This is an optimization exercise on Yosys and OpenROAD, whose aim is small area, a short achievable clock period and few clock cycles per item, not a production implementation.
No activity file was given, so power comes from the tool's default toggle rates.

Setup of main:
## muldiv
module muldiv#(parameter DATA_WIDTH = 32)
(
    input                         clk_i,
    input                         rst_i,
    input                         stall_i,
    input  [DATA_WIDTH-1 : 0]     a_i,
    input  [DATA_WIDTH-1 : 0]     b_i,
    input                         req_i,
    input  [ 2 : 0]               operation_sel_i,
    output reg [DATA_WIDTH-1 : 0] muldiv_result_o,
    output reg                    ready_o
);
wire is_div   = operation_sel_i[2];
wire is_rem   = operation_sel_i[2] & operation_sel_i[1];
wire b_zero   = ~|b_i;
wire a_zero   = ~|a_i;
wire div_zero = is_div & b_zero;
wire a_signed = (~operation_sel_i[0] | (operation_sel_i == 3'b001)) & ~div_zero;
wire b_signed = (operation_sel_i == 3'b000) | (operation_sel_i == 3'b001)
              | (operation_sel_i == 3'b100) | (operation_sel_i == 3'b110);
wire sa = a_i[31] & a_signed;
wire sb = b_i[31] & b_signed;
reg  [31:0] ua;
reg         low_nz;
integer i;
always @(*) begin
    low_nz = 1'b0;
    for (i = 0; i < 32; i = i + 1) begin
        ua[i]  = a_i[i] ^ (sa & low_nz);
        low_nz = low_nz | a_i[i];
    end
end
reg  [4:0] lead;
always @(*) begin
    lead = 5'd0;
    for (i = 0; i < 32; i = i + 1)
        if (ua[i]) lead = i;
    if (div_zero) lead = 5'd31;
end
reg  [31:0] R, Q, B;
reg  [4:0]  cnt;
reg         busy, ps, nb;
reg         f_div, f_inv;
reg         f_selq, f_neg, f_mh;
wire start = req_i & ~busy & ~ready_o;
wire        inv  = sb ^ is_div;
wire [33:0] opa  = {1'b0, R, f_div & nb};
wire [33:0] opb  = {f_div, f_div, B};
wire [33:0] sum  = opa + opb + {33'd0, f_inv};
wire        take  = f_div ? ~sum[33] : nb;
wire [31:0] R_nxt = take ? sum[31:0] : {R[30:0], nb};
wire        c_hi  = ~f_div & nb & sum[33];
wire [30:0] q_inc = Q[30:0] + 31'd1;
wire        q_in  = f_div ? ~sum[33] : (nb ? sum[32] : R[31]);
wire [31:0] Q_nxt = {c_hi ? q_inc : Q[30:0], q_in};
wire bit0   = div_zero ? a_i[31] : ~a_zero;
wire b_one  = (b_i == 32'd1) | (sb & (&b_i));
wire ge0    = b_zero | (b_one & bit0);
wire [32:0] ua_sh = {ua, 1'b0};
wire        last  = (cnt == 5'd0);
wire        nz    = ~a_zero | div_zero;
always @(posedge clk_i)
begin
    ps <= stall_i;
    if (rst_i) begin
        busy    <= 1'b0;
        ready_o <= 1'b0;
    end else begin
        busy    <= (start & nz & ~(is_div & lead == 5'd0)) | (busy & ~last);
  ...
For scale: roughly 0.011 sq mm of cells after synthesis.
==> module muldiv, before the edit <==
module muldiv#(parameter DATA_WIDTH = 32)
(
    input                         clk_i,
    input                         rst_i,
    input                         stall_i,
    input  [DATA_WIDTH-1 : 0]     a_i,
    input  [DATA_WIDTH-1 : 0]     b_i,
    input                         req_i,
    input  [ 2 : 0]               operation_sel_i,
    output reg [DATA_WIDTH-1 : 0] muldiv_result_o,
    output reg                    ready_o
);
wire is_div   = operation_sel_i[2];
wire is_rem   = operation_sel_i[2] & operation_sel_i[1];
wire b_zero   = ~|b_i;
wire a_zero   = ~|a_i;
wire div_zero = is_div & b_zero;
wire a_signed = (~operation_sel_i[0] | (operation_sel_i == 3'b001)) & ~div_zero;
wire b_signed = (operation_sel_i == 3'b000) | (operation_sel_i == 3'b001)
              | (operation_sel_i == 3'b100) | (operation_sel_i == 3'b110);
wire sa = a_i[31] & a_signed;
wire sb = b_i[31] & b_signed;
reg  [31:0] ua;
reg         low_nz;
integer i;
always @(*) begin
    low_nz = 1'b0;
    for (i = 0; i < 32; i = i + 1) begin
        ua[i]  = a_i[i] ^ (sa & low_nz);
        low_nz = low_nz | a_i[i];
    end
end
reg  [4:0] lead;
always @(*) begin
    lead = 5'd0;
    for (i = 0; i < 32; i = i + 1)
        if (ua[i]) lead = i;
    if (div_zero) lead = 5'd31;
end
reg  [31:0] R, Q, B;
reg  [4:0]  cnt;
reg         busy, ps, nb;
reg         f_div, f_inv;
reg         f_selq, f_neg, f_mh;
wire start = req_i & ~busy & ~ready_o;
wire        inv  = sb ^ is_div;
wire [33:0] opa  = {1'b0, R, f_div & nb};
wire [33:0] opb  = {f_div, f_div, B};
wire [33:0] sum  = opa + opb + {33'd0, f_inv};
wire        take  = f_div ? ~sum[33] : nb;
wire [31:0] R_nxt = take ? sum[31:0] : {R[30:0], nb};
wire        c_hi  = ~f_div & nb & sum[33];
wire [30:0] q_inc = Q[30:0] + 31'd1;
wire        q_in  = f_div ? ~sum[33] : (nb ? sum[32] : R[31]);
wire [31:0] Q_nxt = {c_hi ? q_inc : Q[30:0], q_in};
wire bit0   = div_zero ? a_i[31] : ~a_zero;
wire b_one  = (b_i == 32'd1) | (sb & (&b_i));
wire ge0    = b_zero | (b_one & bit0);
wire [32:0] ua_sh = {ua, 1'b0};
wire        last  = (cnt == 5'd0);
wire        nz    = ~a_zero | div_zero;
always @(posedge clk_i)
begin
    ps <= stall_i;
    if (rst_i) begin
        busy    <= 1'b0;
        ready_o <= 1'b0;
    end else begin
        busy    <= (start & nz & ~(is_div & lead == 5'd0)) | (busy & ~last);
        ready_o <= (start & (~nz | (is_div & lead == 5'd0))) | (busy & last) | (ready_o & ps);
    end
    if (start) begin
        B      <= b_i ^ {32{inv}};
        f_div  <= is_div;
        f_inv  <= inv;
        f_selq <= is_div ? ~is_rem : (operation_sel_i[1:0] != 2'b00);
        f_neg  <= is_rem ? sa : ((sa ^ sb) & ~div_zero);
        f_mh   <= ~is_div & (operation_sel_i[1:0] != 2'b00);
        if (is_div) begin
            R   <= {31'd0, bit0 & ~b_one};
            Q   <= {31'd0, ge0};
            cnt <= lead - 5'd1;
            nb  <= ua_sh[lead];
        end else begin
            R   <= 32'd0;
            Q   <= 32'd0;
            cnt <= lead;
            nb  <= 1'b1;
        end
    end else if (busy) begin
        R   <= R_nxt;
        Q   <= Q_nxt;
        cnt <= cnt - 5'd1;
        nb  <= ua_sh[cnt];
    end
end
wire [31:0] res_x = f_selq ? Q : R;
wire        r_nz  = f_mh & (|R);
reg  [31:0] res;
reg         x_nz;
always @(*) begin
    x_nz = r_nz;
    for (i = 0; i < 32; i = i + 1) begin
        res[i] = res_x[i] ^ (f_neg & x_nz);
        x_nz   = x_nz | res_x[i];
    end
    muldiv_result_o = res;
end
endmodule    
Settings: LEC_CHECK=0, CAP_MARGIN=20, CORE_MARGIN=2, CORE_UTILIZATION=40, PLACE_DENSITY=0.6, SLEW_MARGIN=20; clock period 5.0 ns.
run.sh (not shown) runs the stock make flow with config.mk's settings and CLKGATE_MAP_FILE= SYNTH_SCRIPT=/design/flow/synth_recipe.tcl, a recipe that flattens the netlist after the stock synthesis.
diff inputs: main => the feature branch
diff --git a/flow/design.v b/flow/design.v
--- a/flow/design.v
+++ b/flow/design.v
@@ -15,9 +15,9 @@
 wire is_rem   = operation_sel_i[2] & operation_sel_i[1];
 wire b_zero   = ~|b_i;
 wire a_zero   = ~|a_i;
 wire div_zero = is_div & b_zero;
-wire a_signed = (~operation_sel_i[0] | (operation_sel_i == 3'b001)) & ~div_zero;
+wire a_signed = ~operation_sel_i[0] | (operation_sel_i == 3'b001);
 wire b_signed = (operation_sel_i == 3'b000) | (operation_sel_i == 3'b001)
               | (operation_sel_i == 3'b100) | (operation_sel_i == 3'b110);
 wire sa = a_i[31] & a_signed;
 wire sb = b_i[31] & b_signed;
@@ -53,11 +53,8 @@
 wire        c_hi  = ~f_div & nb & sum[33];
 wire [30:0] q_inc = Q[30:0] + 31'd1;
 wire        q_in  = f_div ? ~sum[33] : (nb ? sum[32] : R[31]);
 wire [31:0] Q_nxt = {c_hi ? q_inc : Q[30:0], q_in};
-wire bit0   = div_zero ? a_i[31] : ~a_zero;
-wire b_one  = (b_i == 32'd1) | (sb & (&b_i));
-wire ge0    = b_zero | (b_one & bit0);
 wire [32:0] ua_sh = {ua, 1'b0};
 wire        last  = (cnt == 5'd0);
 wire        nz    = ~a_zero | div_zero;
 always @(posedge clk_i)
@@ -66,29 +63,22 @@
     if (rst_i) begin
         busy    <= 1'b0;
         ready_o <= 1'b0;
     end else begin
-        busy    <= (start & nz & ~(is_div & lead == 5'd0)) | (busy & ~last);
-        ready_o <= (start & (~nz | (is_div & lead == 5'd0))) | (busy & last) | (ready_o & ps);
+        busy    <= (start & nz) | (busy & ~last);
+        ready_o <= (start & ~nz) | (busy & last) | (ready_o & ps);
     end
     if (start) begin
         B      <= b_i ^ {32{inv}};
         f_div  <= is_div;
         f_inv  <= inv;
         f_selq <= is_div ? ~is_rem : (operation_sel_i[1:0] != 2'b00);
         f_neg  <= is_rem ? sa : ((sa ^ sb) & ~div_zero);
         f_mh   <= ~is_div & (operation_sel_i[1:0] != 2'b00);
-        if (is_div) begin
-            R   <= {31'd0, bit0 & ~b_one};
-            Q   <= {31'd0, ge0};
-            cnt <= lead - 5'd1;
-            nb  <= ua_sh[lead];
-        end else begin
-            R   <= 32'd0;
-            Q   <= 32'd0;
-            cnt <= lead;
-            nb  <= 1'b1;
-        end
+        R      <= 32'd0;
+        Q      <= 32'd0;
+        cnt    <= lead;
+        nb     <= ~div_zero | ua[31];
     end else if (busy) begin
         R   <= R_nxt;
         Q   <= Q_nxt;
         cnt <= cnt - 5'd1;
==> run summary <==
Run comparison: main combinational family with the most area after synthesis simple AND/OR/NAND/NOR gates; the feature branch combinational family with the most area after synthesis compound AO/OA/AOI/OAI gates
Comparing main and the feature branch, the higher combined flip-flop and latch cell area was measured on main.
Looking only at total power, and setting everything else aside, the lower value of main and the feature branch goes to the feature branch.
In the reports for main and the feature branch, the smaller power of the combinational group belongs to the feature branch.
Run comparison: the feature branch category of the critical setup timing path reg2out; main category of the critical setup timing path in2reg
The feature branch gives more clock share of power than main did.
Pin count of the biggest net entering global routing in the feature branch vs main: up 4
Compared with main, in the feature branch ratio of total power to cell area went down 4.3%, synthesized-area fraction occupied by and/or/nand/nor cells went down 4.7 points.
Function was not checked in any run of this note: the RTL went through the layout flow alone.

[what the ideal ports hide]
How much do the figures lean on ideal ports? The routed layouts below were timed once more, with nothing changed but the port constraints.
Step 1, drivers: a clkbuf_16 drives clk_i and a buf_2 each remaining input, both assumed.
Step 2 also shifts input and output timing later by t, the mid clock arrival at the registers, as if the neighbouring blocks saw the same clock.
a / b / c = no drivers / after step 1 / after step 2; a / b = the first two.
run	shift t [ns]	setup WS [ns]	worst hold slack (ns)	worst setup path at the end	worst data-port slew with drivers (ns)
main	0.405	0.149 / 0.119 / -0.234	0.473 / 0.473 / 0.473	input to register	0.04
the feature branch	0.405	0.110 / 0.066 / 0.263	0.493 / 0.493 / 0.493	input to register	0.05
Met with ideal ports but missed after step 2: setup timing in main. The setup slack of main, which loses most, moves by -0.030 ns with the drivers and by -0.383 ns with both steps.
